What follows belongs to an exercise in optimizing a design on an open flow for small area, a short achievable clock period and few clock cycles; a production flow would make more cautious choices.
Power is estimated from default activity; no workload was simulated.

==> flow/design.v (excerpt) <==
module mips(
	input wire clk,
	input wire rst,
	output wire [31:0] INST_ADDR,
	input wire [31:0] INST_DATA,
	output wire [31:0] DMEM_ADDR,
	output wire DMEM_WE,
	output wire [31:0] DMEM_WDATA,
	input wire [31:0] DMEM_RDATA
	);
	genvar gk, gb;
	reg  [31:0] pc;
	reg  [31:0] ras;
	reg         e_ld, e_st, e_br, e_bx, e_jr;      
	reg         e_cst;                   
	reg  [4:0]  e_rd;                    
	reg         e_fa_lo, e_fa_hi;
	reg         c_ab, c_mb, c_am, c_mm;
	reg         j_a, j_m;                
	reg         e_fb;                    
	reg         x_b, x_bn, x_m, x_mn, x_i, x_in;
	reg         h_b, h_br, h_m, h_mr;
	reg         e_sub;                   
	reg         s_m, s_a, s_c;
	reg         r_add, r_slt, r_and, r_or, r_xor, r_nor, r_srl, r_sll, r_b;
	reg         e_sra;
	reg  [4:0]  e_sa;
	reg  [31:0] e_a, e_b;
	reg  [31:0] e_x;
	reg         m_we, m_ld;
	reg  [4:0]  m_rd;
	reg  [31:0] m_res, m_wd;
	reg  [31:0] rf [1:31];
	reg  [31:1] rf_v;
	wire [31:0] fa = {{16{e_fa_hi}}, {16{e_fa_lo}}};
	wire [31:0] a = (fa & m_res) | (~fa & e_a);
	wire [31:0] bx = ({32{x_b}} & e_b) | ({32{x_bn}} & ~e_b)
	               | ({32{x_m}} & m_res) | ({32{x_mn}} & ~m_res)
	               | ({32{x_i}} & e_x) | ({32{x_in}} & ~e_x);
	wire [4:0]  sa = ({5{s_m}} & m_res[4:0]) | ({5{s_a}} & e_a[4:0]) | ({5{s_c}} & e_sa);
	wire [31:0] sum, p, g;
	ks_add32 add(.a(a), .b(bx), .cin(e_sub), .s(sum), .p(p), .g0(g));
	wire [31:0] pg = p | g;                           
	function automatic [31:0] rev32(input [31:0] x);
		integer k;
		for (k = 0; k < 32; k = k + 1) rev32[k] = x[31-k];
	endfunction
	wire [31:0] sh_in = ({32{h_b}} & e_b) | ({32{h_br}} & rev32(e_b))
	                  | ({32{h_m}} & m_res) | ({32{h_mr}} & rev32(m_res));
	wire        sh_fill = e_sra & bx[31];
	wire [32:0] sh_ext = $signed({sh_fill, sh_in}) >>> sa;
	wire [31:0] sr = sh_ext[31:0];
	wire [31:0] oth = ({32{r_slt}} & {31'b0, sum[31]})
	                | ({32{r_and}} & g)
	                | ({32{r_or}}  & pg)
	                | ({32{r_xor}} & p)
	                | ({32{r_nor}} & ~pg)
	                | ({32{r_srl}} & sr)
	                | ({32{r_sll}} & rev32(sr))
	                | ({32{r_b}}   & bx);
	wire [31:0] alu;
	generate for (gb = 0; gb < 32; gb = gb + 1) begin : res
		g_a21o r(.a1(r_add), .a2(sum[gb]), .b1(oth[gb]), .y(alu[gb]));
  ...
Size: roughly 6600 cells after synthesis, about 0.064 mm2 of cells after synthesis.
export LEC_CHECK = 0
export CAP_MARGIN = 20
export CORE_MARGIN = 2
export CORE_UTILIZATION = 40
export SLEW_MARGIN = 20
export SYNTH_HIERARCHICAL = 1
export SYNTH_MINIMUM_KEEP_SIZE = 0
create_clock -name core_clock -period 10.0 [get_ports {clk}]
standard.sh (not shown) runs the stock make flow with config.mk's settings and CLKGATE_MAP_FILE= SYNTH_SCRIPT=/design/flow/synth_recipe.tcl, a recipe that flattens the netlist after the stock synthesis.
==> flow/flow/run.sh <==
#!/bin/bash
set -euo pipefail
MARGIN=6.5
bash standard.sh synth > synth.log 2>&1
SYNTH_ODB=orfs/results/sky130hd/mips/base/1_synth.odb openroad -no_init -exit flow/downsize.tcl > downsize.log 2>&1
bash standard.sh SETUP_SLACK_MARGIN=$MARGIN "CTS_ARGS=-sink_clustering_enable -repair_clock_nets -dont_use_dummy_load -buf_list sky130_fd_sc_hd__clkbuf_8 -sink_clustering_size 20" "BUFFER_PORTS_ARGS=-buffer_cell sky130_fd_sc_hd__buf_4" finish > layout.log 2>&1
==> flow/flow/downsize.tcl <==
# Set every combinational cell that synthesis mapped to a larger drive
# strength back to its smallest variant; the timing repair later in the flow
# sizes up the cells that need it.
set odb $::env(SYNTH_ODB)
read_db $odb
set db [ord::get_db]
set n 0
foreach inst [[ord::get_db_block] getInsts] {
  set m [$inst getMaster]
  set name [$m getName]
  if {[regexp {^sky130_fd_sc_hd__(df|edf|sdf|dl|sdl|conb|tap|fill|decap|diode)} $name]} { continue }
  if {[regexp {^(sky130_fd_sc_hd__[a-z0-9]+)_([0-9]+)$} $name -> base size] && $size > 1} {
    foreach s {1 0} {
      set nm [$db findMaster ${base}_$s]
      if {$nm ne "NULL" && $nm ne ""} {
        $inst swapMaster $nm
        incr n
        break
      }
    }
  }
}
puts "downsized $n cells"
write_db $odb
Edit:
--- a/flow/design.v
+++ b/flow/design.v
@@ -740,22 +740,28 @@
 endmodule
 module g_ha(input a, b, output s, c);
 	assign s = a ^ b;
 	assign c = a & b;
 endmodule
 module g_and3(input a, b, c, output y);
 	assign y = a & b & c;
 endmodule
 module g_mux2(input a0, a1, s, output y);
 	assign y = s ? a1 : a0;
 endmodule
+module g_pcsel(input sm, r, sh, p, sb, c, b1, b0, so, o, output y);
+	assign y = (sm & r) | (sh & p) | (sb & c & b1) | (sb & ~c & b0) | (so & o);
+endmodule
+module g_pcsel_lo(input sm, r, sh, p, sb, b, so, o, output y);
+	assign y = (sm & r) | (sh & p) | (sb & b) | (so & o);
+endmodule
 module g_buf(input a, output y);
 	assign y = a;
 endmodule
 module g_rd32f(input [31:0] s, input [31:0] d, output q);
 	wire [15:0] y;
 	wire [3:0] z;
 	wire [1:0] u;
 	genvar i;
 	generate for (i = 0; i < 16; i = i + 1) begin : g
 		g_a22oi a(.a1(s[2*i]), .a2(d[2*i]), .b1(s[2*i+1]), .b2(d[2*i+1]), .y(y[i]));
 	end
@@ -849,23 +855,23 @@
 	        | (c_am & (e_a == m_res)) | c_mm;
 	wire mis_br = e_br & (eq ^ e_bx);
 	wire mis_jr = (j_a & (e_a != pc)) | (j_m & (m_res != pc));
 	wire mis    = mis_br | mis_jr;
 	wire [31:0] redirect = e_jr ? a : e_x;
 	wire [31:0] m_val = m_ld ? DMEM_RDATA : m_res;
 	wire m_w = (m_rd != 5'd0);
 	assign DMEM_ADDR  = m_res;
 	assign DMEM_WE    = m_we;
 	assign DMEM_WDATA = m_wd;
 	wire [31:0] ins = INST_DATA;
-	assign INST_ADDR = pc;
+	assign INST_ADDR = pc_o;
 	wire [5:0]  op  = ins[31:26];
 	wire [4:0]  rs  = ins[25:21];
 	wire [4:0]  rt  = ins[20:16];
 	wire [4:0]  rdf = ins[15:11];
 	wire [4:0]  shamt = ins[10:6];
 	wire [5:0]  fn  = ins[5:0];
 	wire [15:0] imm = ins[15:0];
 	wire is_r    = (op == 6'd0);
 	wire is_jr   = is_r & (fn == 6'b001000);
 	wire is_jalr = is_r & (fn == 6'b001001);
 	wire is_j    = (op == 6'd2);
@@ -964,37 +970,61 @@
 	wire [13:0] hi = pc[31:18];
 	wire [13:0] hi_p = hi + 14'd1;
 	wire [13:0] hi_m = hi - 14'd1;
 	wire [13:0] bx0 = imm[15] ? hi : hi_p;        
 	wire [13:0] bx1 = imm[15] ? hi_m : hi;        
 	wire [13:0] bhi;
 	generate for (gb = 0; gb < 14; gb = gb + 1) begin : bsel
 		g_mux2 m(.a0(bx1[gb]), .a1(bx0[gb]), .s(bco), .y(bhi[gb]));
 	end endgenerate
 	wire [31:0] btgt = {bhi, blo, pc[1:0]};
 	wire cst_hit = rs_e & e_cst;
-	reg [31:0] npc;
+	reg [31:0] onpc;
 	always @(*) begin
-		if (is_j | is_jal) npc = {pc4[31:28], ins[25:0], 2'b00};
-		else if (is_br & pred_t) npc = btgt;
-		else if ((is_jr | is_jalr) & cst_hit) npc = e_x;
-		else if (is_jr) npc = ras;
-		else npc = pc4;
+		if (is_j | is_jal) onpc = {pc4[31:28], ins[25:0], 2'b00};
+		else if ((is_jr | is_jalr) & cst_hit) onpc = e_x;
+		else if (is_jr) onpc = ras;
+		else onpc = pc4;
+	end
+	wire bt_dec = is_br & pred_t;
+	wire s_mis = mis;
+	wire s_hold = ~mis & stall;
+	wire s_bt = ~mis & ~stall & bt_dec;
+	wire s_oth = ~mis & ~stall & ~bt_dec;
+	wire [31:0] pc_d;
+	generate for (gb = 0; gb < 14; gb = gb + 1) begin : pch
+		g_pcsel m(.sm(s_mis), .r(redirect[18+gb]), .sh(s_hold), .p(pc[18+gb]),
+		          .sb(s_bt), .c(bco), .b1(bx0[gb]), .b0(bx1[gb]),
+		          .so(s_oth), .o(onpc[18+gb]), .y(pc_d[18+gb]));
 	end
+	for (gb = 0; gb < 16; gb = gb + 1) begin : pcl
+		g_pcsel_lo m(.sm(s_mis), .r(redirect[2+gb]), .sh(s_hold), .p(pc[2+gb]),
+		             .sb(s_bt), .b(blo[gb]), .so(s_oth), .o(onpc[2+gb]), .y(pc_d[2+gb]));
+	end
+	for (gb = 0; gb < 2; gb = gb + 1) begin : pcb
+		g_pcsel_lo m(.sm(s_mis), .r(redirect[gb]), .sh(s_hold), .p(pc[gb]),
+		             .sb(s_bt), .b(pc[gb]), .so(s_oth), .o(onpc[gb]), .y(pc_d[gb]));
+	end endgenerate
+	reg  [31:0] pc_o;
+	wire [31:0] pc_od;
+	generate for (gb = 0; gb < 32; gb = gb + 1) begin : pob
+		g_buf b(.a(pc_d[gb]), .y(pc_od[gb]));
+	end endgenerate
 	always @(posedge clk or posedge rst) begin
 		if (rst) begin
 			pc <= 32'b0;
+			pc_o <= 32'b0;
 			ras <= 32'b0;
 		end else begin
-			if (mis) pc <= redirect;
-			else if (~stall) pc <= npc;
+			pc <= pc_d;
+			pc_o <= pc_od;
 			if (is_jal | is_jalr) ras <= pc4;
 		end
 	end
 	always @(posedge clk or posedge rst) begin
 		if (rst) begin
 			{e_ld, e_st, e_br, e_bx, e_jr, e_cst} <= 6'b0;
 			{j_a, j_m} <= 2'b0;
 			e_rd <= 5'd0;
 			m_we <= 1'b0;
 			m_ld <= 1'b0;
 			m_rd <= 5'd0;
Outcome:
- synthesized area increases slightly
- final area went up slightly
- global-route usage came out higher by 1.1 points
- maximum frequency came out lower by a few percent
- critical path depth rises by 6
- die area rose slightly
- combinational power drops by roughly a tenth
- worst hold slack degrades by 0.047 ns
- core utilization fell by 0.11 points
No run of this note included a check of the RTL's function; only the layout flow was run.

what the ideal ports hide:
The results above use ideal ports. As a check the final layouts listed here were re-extracted and re-timed, cells and wires unchanged. Step 1, drivers: a clkbuf_16 drives clk and a buf_2 each remaining input, both assumed. Step 2 adds t to the input delays and takes it off the output delays; t is the mean of the earliest and latest rising clock arrival at the registers after step 1. Input paths then give back, and output paths get back, about the clock's delay inside the block. Three values: ideal ports, drivers, drivers and shift; two values: the first two.
run	t, ns	slack for setup (ns)	worst setup path at the end
the first run	1.038	6.331 / 6.243 / 5.324	input to register
the second run	1.025	6.246 / 6.155 / 5.130	input to register
After both steps setup and hold are still met in every run listed. The setup slack of the second run, which loses most, moves by -0.091 ns with the drivers and by -1.116 ns with both steps.
